This is an optimization exercise on Yosys and OpenROAD, whose aim is small area, a short achievable clock period and few clock cycles, not a production implementation.
Function was checked by simulation only, so behaviour that the tests miss may differ from the original.
Power and IR drop assume default switching activity.

## lane 1
// CPU
module CPU (input clk, rst,
            input ld_we, input [4:0] ld_addr, input [7:0] ld_data,
            output st_valid, output [4:0] st_addr, output [7:0] st_data);
  reg [7:0] mem [0:31];
  reg [7:0] stk [0:31];
  reg [4:0] pc;
  reg [4:0] a;                  
  reg       e_push, e_pop, e_add, e_sub, e_and, e_not, e_jz;
  reg       e_up;               
  reg       e_keep;             
  reg [7:0] sd;                 
  reg [4:0] sa;                 
  reg       wen;                
  reg [4:0] wa;                 
  reg [7:0] wd;
  wire [7:0] s0 = stk[0];
  wire [7:0] s1 = stk[1];
  wire taken = e_jz & (s0 == 8'd0);
  assign st_valid = e_pop;
  assign st_addr  = sa;
  assign st_data  = sd;
  always @(posedge clk) begin
    if (wen)
      mem[wa] <= wd;
  end
  wire [7:0] fm = mem[pc];
  wire [7:0] f  = (wen && wa == pc) ? wd : fm;
  wire [2:0] fo = f[7:5];
  always @(posedge clk, posedge rst) begin
    if (rst) begin
      pc <= 5'd0;
      a  <= 5'd0;
      {e_push, e_pop, e_add, e_sub, e_and, e_not, e_jz, e_up} <= 8'd0;
      e_keep <= 1'b1;
    end else begin
      a <= f[4:0];
      if (taken) begin
        pc <= a;
        {e_push, e_pop, e_add, e_sub, e_and, e_not, e_jz, e_up} <= 8'd0;
        e_keep <= 1'b1;
      end else begin
        pc <= (fo == 3'b110) ? f[4:0] : pc + 5'd1;
        e_push <= fo == 3'b100;
        e_pop  <= fo == 3'b101;
        e_add  <= fo == 3'b000;
        e_sub  <= fo == 3'b001;
        e_and  <= fo == 3'b010;
        e_not  <= fo == 3'b011;
        e_jz   <= fo == 3'b111;
  ...
Settings: LEC_CHECK=0, CAP_MARGIN=20, CORE_MARGIN=2, CORE_UTILIZATION=60, CTS_BUF_LIST=sky130_fd_sc_hd__clkbuf_8 sky130_fd_sc_hd__clkbuf_16, CTS_CLUSTER_DIAMETER=60, CTS_CLUSTER_SIZE=30, PLACE_DENSITY=0.7, SLEW_MARGIN=20, SETUP_SLACK_MARGIN=7.2, TNS_END_PERCENT=20, BUFFER_PORTS_ARGS=-buffer_cell sky130_fd_sc_hd__buf_4; clock period 10.0 ns.
standard.sh (not shown) runs the stock make flow with config.mk's settings and CLKGATE_MAP_FILE= SYNTH_SCRIPT=/design/flow/synth_recipe.tcl, a recipe that flattens the netlist after the stock synthesis.
==> flow/flow/run.sh <==
#!/bin/bash
# Standard ORFS layout (the standard.sh, unchanged synthesis), with extra
# settings appended to config.mk: repair_timing aims for a tighter setup slack,
# and the port buffers are plain buffers.
set -e
cat flow/extra.mk >> config.mk
bash standard.sh > standard.log 2>&1
==> flow/flow/extra.mk <==
export SETUP_SLACK_MARGIN = 7.2
export TNS_END_PERCENT = 20
export BUFFER_PORTS_ARGS = -buffer_cell sky130_fd_sc_hd__buf_4
Lane 1 | stages: all done | timing, DRC, antenna: all pass
Testbench counts of lane 1, summed over its fixed seeds: cycles 20,287.
--- input diff lane 1..lane 2 ---
--- a/flow/config.mk
+++ b/flow/config.mk
@@ -7,2 +7,3 @@
 export LEC_CHECK = 0
+export ABC_CLOCK_PERIOD_IN_PS = 2800
 export CAP_MARGIN = 20
@@ -10,5 +11,5 @@
 export CORE_UTILIZATION = 60
-export CTS_BUF_LIST = sky130_fd_sc_hd__clkbuf_8 sky130_fd_sc_hd__clkbuf_16
-export CTS_CLUSTER_DIAMETER = 60
-export CTS_CLUSTER_SIZE = 30
+export CTS_BUF_LIST = sky130_fd_sc_hd__clkbuf_4 sky130_fd_sc_hd__clkbuf_8
+export CTS_CLUSTER_DIAMETER = 50
+export CTS_CLUSTER_SIZE = 20
 export PLACE_DENSITY = 0.7
### Flow results
Lane 2 has clock power below what lane 1 had. Diff lane 1..lane 2 | total stage count of the critical path | unchanged. Total power: lane 2 better than lane 1. Layout buffer count excluding clock buffers: lane 2 vs lane 1 down about 6%. Looking only at final worst slack, and setting everything else aside, the lower value of lane 2 and lane 1 goes to lane 2. Status: area occupied by registers parity (lane 2, lane 1). Number of global-route vias before repair of lane 2 is on par with lane 1. Lane 2 vs lane 1: worst hold slack down. Lane 2 against lane 1; cell area is down slightly. Re vias after detailed routing: lane 2 is 88 down on lane 1.
#### Input delta (lane 3 over lane 2)
--- a/flow/config.mk
+++ b/flow/config.mk
@@ -7,10 +7,9 @@
 export LEC_CHECK = 0
-export ABC_CLOCK_PERIOD_IN_PS = 2800
 export CAP_MARGIN = 20
 export CORE_MARGIN = 2
-export CORE_UTILIZATION = 60
-export CTS_BUF_LIST = sky130_fd_sc_hd__clkbuf_4 sky130_fd_sc_hd__clkbuf_8
-export CTS_CLUSTER_DIAMETER = 50
-export CTS_CLUSTER_SIZE = 20
-export PLACE_DENSITY = 0.7
+export CORE_UTILIZATION = 70
+export CTS_BUF_LIST = sky130_fd_sc_hd__clkbuf_8 sky130_fd_sc_hd__clkbuf_16
+export CTS_CLUSTER_DIAMETER = 60
+export CTS_CLUSTER_SIZE = 30
+export PLACE_DENSITY = 0.8
 export SLEW_MARGIN = 20
==> notes.md <==
On number of inserted filler cells in the final layout: between lane 2 and lane 3, it ends up lower for lane 3. Across both runs, wire length was higher for lane 3 than for lane 2. The global-route usage in lane 3 sits 4.8 points above the value recorded for lane 2. Compared with lane 2, in lane 3 final clock period utilization by the worst path went down by 1.5 points, total chip power moved up, core utilization of the finished layout rose 11 points. Lane 3 vs lane 2, overall die height went down by about 7%. Global-route wire length before repair grows slightly when moving from lane 2 to lane 3. Lane 3 against lane 2; placeable core region is down by more than 10%.
Changes in lane 4 relative to lane 3:
--- a/flow/config.mk
+++ b/flow/config.mk
@@ -7,5 +7,6 @@
 export LEC_CHECK = 0
+export ABC_CLOCK_PERIOD_IN_PS = 2800
 export CAP_MARGIN = 20
 export CORE_MARGIN = 2
-export CORE_UTILIZATION = 70
+export CORE_UTILIZATION = 60
 export CTS_BUF_LIST = sky130_fd_sc_hd__clkbuf_8 sky130_fd_sc_hd__clkbuf_16
@@ -13,3 +14,3 @@
 export CTS_CLUSTER_SIZE = 30
-export PLACE_DENSITY = 0.8
+export PLACE_DENSITY = 0.7
 export SLEW_MARGIN = 20
Notes after the runs:
Lane 4 completed; timing, DRC and antenna clean
Delta(worst vdd rail ir drop, lane 4 - lane 3) > 0
[compare] base=lane 3 new=lane 4: die area up 0.0063 mm^2; met3 wire length down 620 um.

========
Another version of the RTL of CPU (not shown whole).
Size in the first run: ~2,500 cells after synthesis, ~30 I/O pins.
// CPU
module CPU (input clk, rst,
            input ld_we, input [4:0] ld_addr, input [7:0] ld_data,
            output st_valid, output [4:0] st_addr, output [7:0] st_data);
Settings: LEC_CHECK=0, ABC_CLOCK_PERIOD_IN_PS=2800, CAP_MARGIN=20, CORE_MARGIN=2, CORE_UTILIZATION=60, CTS_BUF_LIST=sky130_fd_sc_hd__clkbuf_8 sky130_fd_sc_hd__clkbuf_16, CTS_CLUSTER_DIAMETER=60, CTS_CLUSTER_SIZE=30, PLACE_DENSITY=0.7, SLEW_MARGIN=20, SETUP_SLACK_MARGIN=7.0, TNS_END_PERCENT=20, BUFFER_PORTS_ARGS=-buffer_cell sky130_fd_sc_hd__buf_4; clock period 10.0 ns.
==> flow/flow/extra.mk <==
export SETUP_SLACK_MARGIN = 7.0
export TNS_END_PERCENT = 20
export BUFFER_PORTS_ARGS = -buffer_cell sky130_fd_sc_hd__buf_4
Scripts as last shown in full above: flow/flow/run.sh
Testbench counts at the start, summed over its fixed seeds: cycles 14,781.
Edit:
==> flow/flow/extra.mk (replaced) <==
export SETUP_SLACK_MARGIN = 6.8
export TNS_END_PERCENT = 5
export BUFFER_PORTS_ARGS = -buffer_cell sky130_fd_sc_hd__buf_4
ABC_AREA = 1   (was unset)
ABC_CLOCK_PERIOD_IN_PS = unset   (was 2800)
SETUP_SLACK_MARGIN = 6.8   (was 7.0)
TNS_END_PERCENT = 5   (was 20)
Final cell count grows by a quarter to a third.
Worst setup slack gains 25 ps.
Design area grows slightly.
Area after synthesis grows by a few percent.
Fmax grows slightly.
Edit:
ABC_AREA = unset   (was 1)
ABC_CLOCK_PERIOD_IN_PS = 1500   (was unset)
After rerunning: The changed run produced a clean layout; non-clock buffer count is higher by 31; setup slack barely changes; clock skew stays flat; sequential power is higher by a little under a tenth; via count is lower by about a fifth.
Edit:
==> flow/flow/extra.mk (replaced) <==
export SETUP_SLACK_MARGIN = 7.2
export TNS_END_PERCENT = 20
export BUFFER_PORTS_ARGS = -buffer_cell sky130_fd_sc_hd__buf_4
ABC_CLOCK_PERIOD_IN_PS = 2800   (was 1500)
SETUP_SLACK_MARGIN = 7.2   (was 6.8)
TNS_END_PERCENT = 20   (was 5)
After rerunning: Synthesized area does not change; setup slack loses 61 ps; sequential power stays flat; power rose by 3.8%; worst hold slack barely changes; final area is higher by 2.3%; global-route usage rises by 0.66 points; count of clock-buffer cells in the layout stays the same; core utilization rises by 1.6 points.

========
The RTL this note starts from:
==> flow/design.v <==
`timescale 1ns/1ns
module CPU (input clk, rst,
            input ld_we, input [4:0] ld_addr, input [7:0] ld_data,
            output st_valid, output [4:0] st_addr, output [7:0] st_data);
  reg [7:0] mem [0:31];
  reg [7:0] stk [0:31];
  reg [4:0] pc, pc1;            
  reg       e_pop;              
  reg       e_jz;               
  reg       e_add, e_sub, e_and;
  reg       r_dn, r_up;         
  reg       t_md, t_nmd, t_s1, t_ns1, t_alu, t_nalu, t_ns0, t_s0;   
  reg       u_ns0, u_alu;       
  reg [4:0] ra;                 
  reg       wen;
  reg [4:0] wa;
  reg [7:0] wd;
  wire [7:0] s0 = stk[0];
  wire [7:0] s1 = stk[1];
  wire [7:0] s2 = stk[2];
  wire taken = e_jz & (s0 == 8'd0);
  assign st_valid = e_pop;
  assign st_addr  = wa;
  assign st_data  = wd;
  always @(posedge clk) begin
    if (wen)
      mem[wa] <= wd;
  end
  wire [7:0] fe = mem[{pc1[4:1], 1'b0}];
  wire [7:0] fodd = mem[{pc[4:1], 1'b1}];
  wire [7:0] f0 = pc[0] ? fodd : fe;
  wire [7:0] f1 = pc[0] ? fe : fodd;
  wire hit0 = wen & (wa == pc);
  wire hit1 = wen & (wa == pc1);
  wire [2:0] o0 = f0[7:5];
  wire [2:0] o1 = f1[7:5];
  wire [4:0] a0 = f0[4:0];
  wire [4:0] a1 = f1[4:0];
  wire i0_push = o0 == 3'b100;
  wire i0_pop  = o0 == 3'b101;
  wire i0_not  = o0 == 3'b011;
  wire i0_alu  = ~o0[2] & ~(o0[1] & o0[0]);
  wire i0_jmp  = o0 == 3'b110;
  wire i0_jz   = o0 == 3'b111;
  wire i1_push = o1 == 3'b100;
  wire i1_not  = o1 == 3'b011;
  wire i1_jmp  = o1 == 3'b110;
  wire i1_pop  = o1 == 3'b101;
  wire i1_alu  = ~o1[2] & ~(o1[1] & o1[0]);
  wire hz   = (i0_pop & (a0[4:3] == pc1[4:3])) | hit1;
  wire x0   = i0_pop | i0_alu | i0_not;
  wire p_j  = ~i0_jmp & i1_jmp & ~hz;          
  wire p_p  = x0 & i1_push & ~hz;              
  wire p_n  = (x0 | i0_push) & i1_not & ~hz;   
  wire p_z  = i0_jz & (i1_push | i1_alu | i1_not) & ~hit1;   
  wire same = a0 == a1;                        
  wire pairable = ((x0 & i1_push) | ((x0 | i0_push) & i1_not) | (i0_jz & (i1_push | i1_alu | i1_not)));
  wire [4:0] seq_pc  = i1_jmp ? a1  : pairable ? pc2 : pc1;
  wire [4:0] seq_pc1 = i1_jmp ? a1i : pairable ? pc3 : pc2;
  wire [4:0] npc  = i0_jmp ? a0  : hz ? pc1 : seq_pc;
  wire [4:0] npc1 = i0_jmp ? a0i : hz ? pc2 : seq_pc1;
  wire [4:0] pc2 = pc1 + 5'd1;
  wire [4:0] pc3 = pc1 + 5'd2;
  wire [4:0] a0i = a0 + 5'd1;
  wire [4:0] a1i = a1 + 5'd1;
  always @(posedge clk, posedge rst) begin
    if (rst) begin
      pc  <= 5'd0;
      pc1 <= 5'd1;
      {e_pop, e_jz, r_dn, r_up, u_ns0, u_alu} <= 6'd0;
      {t_md, t_nmd, t_s1, t_ns1, t_alu, t_nalu, t_ns0} <= 7'd0;
      t_s0 <= 1'b1;
    end else if (taken | hit0) begin
      if (taken) begin
        pc  <= wa;
        pc1 <= wa + 5'd1;
      end
      {e_pop, e_jz, r_dn, r_up, u_ns0, u_alu} <= 6'd0;
      {t_md, t_nmd, t_s1, t_ns1, t_alu, t_nalu, t_ns0} <= 7'd0;
      t_s0 <= 1'b1;
    end else begin
      pc  <= npc;
      pc1 <= npc1;
      e_pop  <= i0_pop;
      e_jz   <= i0_jz;
      if (p_z) begin
        r_dn   <= i1_push;
        r_up   <= i1_alu;
        u_ns0  <= 1'b0;
        u_alu  <= 1'b0;
        t_md   <= i1_push;
        t_nmd  <= 1'b0;
        t_s1   <= 1'b0;
        t_ns1  <= 1'b0;
        t_alu  <= i1_alu;
        t_nalu <= 1'b0;
        t_ns0  <= i1_not;
        t_s0   <= 1'b0;
      end else begin
        r_dn   <= i0_push | (i0_not & p_p);
        r_up   <= (i0_pop | i0_alu) & ~p_p;
        u_ns0  <= i0_not & p_p;
        u_alu  <= i0_alu & p_p;
        t_md   <= (i0_push & ~p_n) | (p_p & ~(i0_pop & same));
        t_nmd  <= i0_push & p_n;
        t_s1   <= i0_pop & ~p_p & ~p_n;
        t_ns1  <= i0_pop & p_n;
        t_alu  <= i0_alu & ~p_p & ~p_n;
        t_nalu <= i0_alu & p_n;
        t_ns0  <= i0_not & ~p_p & ~p_n;
        t_s0   <= i0_jmp | i0_jz | (i0_not & p_n) | (p_p & i0_pop & same);
      end
    end
  end
  always @(posedge clk) begin
    e_add <= (p_z ? o1[1:0] : o0[1:0]) == 2'b00;
    e_sub <= (p_z ? o1[1:0] : o0[1:0]) == 2'b01;
    e_and <= (p_z ? o1[1:0] : o0[1:0]) == 2'b10;
    ra    <= (p_p | p_z) ? a1 : a0;
  end
  wire nt = ~taken;
  wire [7:0] md   = mem[ra];
  wire [7:0] sum  = s0 + s1;
  wire [7:0] diff = ~(~s0 + s1);           
  wire [7:0] alu  = ({8{e_add}} & sum) | ({8{e_sub}} & diff) | ({8{e_and}} & (s0 & s1));
  wire [7:0] top_n = ({8{t_md & nt}}   & md)
                   | ({8{t_nmd & nt}}  & ~md)
                   | ({8{t_s1 & nt}}   & s1)
                   | ({8{t_ns1 & nt}}  & ~s1)
                   | ({8{t_alu & nt}}  & alu)
                   | ({8{t_nalu & nt}} & ~alu)
                   | ({8{t_ns0 & nt}}  & ~s0)
                   | ({8{t_s0 | taken}} & s0);
  always @(posedge clk) begin
    wen <= ld_we | (~rst & ~taken & ~hit0 & i0_pop);
    wa  <= ld_we ? ld_addr : a0;
    wd  <= ld_we ? ld_data : top_n;
  end
  integer k;
  always @(posedge clk, posedge rst) begin
    if (rst) begin
      for (k = 0; k < 32; k = k + 1)
        stk[k] <= 8'd0;
    end else begin
      stk[0] <= top_n;
      if (r_dn & nt)
        stk[1] <= u_ns0 ? ~s0 : s0;
      else if (r_up & nt)
        stk[1] <= s2;
      else if (u_alu)
        stk[1] <= alu;
      for (k = 2; k < 32; k = k + 1)
        if (r_dn & nt)
          stk[k] <= stk[k-1];
        else if (r_up & nt)
          stk[k] <= stk[(k+1) % 32];
    end
  end
endmodule
clock: 10.0 ns
lec_check: 0
abc_clock_period_in_ps: 2800
cap_margin: 20
core_margin: 2
core_utilization: 55
cts_buf_list: sky130_fd_sc_hd__clkbuf_8 sky130_fd_sc_hd__clkbuf_16
cts_cluster_diameter: 60
cts_cluster_size: 30
place_density: 0.65
slew_margin: 20
setup_slack_margin: 6.8
tns_end_percent: 5
buffer_ports_args: -buffer_cell sky130_fd_sc_hd__buf_4
==> flow/flow/extra.mk <==
export SETUP_SLACK_MARGIN = 6.8
export TNS_END_PERCENT = 5
export BUFFER_PORTS_ARGS = -buffer_cell sky130_fd_sc_hd__buf_4
Scripts as last shown in full above: flow/flow/run.sh
The baseline ran to the end with no violations.
Testbench counts at the start, summed over its fixed seeds: cycles 14,781.
Then changed:
Settings changed: CORE_UTILIZATION 55 to 60, PLACE_DENSITY 0.65 to 0.7.
What happened: The new run ran to the end with no violations; via count rose by 1.3%; global-route usage went up by 4.4 points; clock power decreases by about 5%; worst setup slack is better by 0.0093 ns; total power fell by 0.65%.

port drivers added, routing unchanged:
No port has a modelled driver above. Below, the same layouts with a new extraction and two added sets of constraints. Step 1: set_driving_cell puts a clkbuf_16 on clk and a buf_2 on each other input, an assumption about the parent block. Step 2 moves the port delays by t, midway between the first and last clock arrival at a register: inputs arrive t later, outputs are due t later. That takes back most of the time a late clock gives input paths. Three values: ideal, step 1, step 2; two values: the first two.
run | t, ns | slack for setup (ns) | worst slew at a driven data input, ns
lane 1 | 0.625 | 6.850 / 6.794 / 6.631 | 0.05
lane 2 | 0.702 | 6.730 / 6.680 / 6.654 | 0.05
lane 3 | 0.613 | 6.880 / 6.826 / 6.884 | 0.04
lane 4 | 0.625 | 6.850 / 6.794 / 6.631 | 0.05
the first run of note 2 | 0.655 | 6.602 / 6.602 / 6.336 | 0.05
the second run of note 2 | 0.652 | 6.626 / 6.626 / 6.446 | 0.07
the third run of note 2 | 0.655 | 6.629 / 6.626 / 6.268 | 0.05
the fourth run of note 2 | 0.661 | 6.569 / 6.569 / 6.500 | 0.05
the first run of note 3 | 0.660 | 6.620 / 6.555 / 6.321 | 0.06
the second run of note 3 | 0.655 | 6.629 / 6.626 / 6.268 | 0.05
After both steps setup and hold are still met in every run listed. Setup slack includes reset recovery checks.
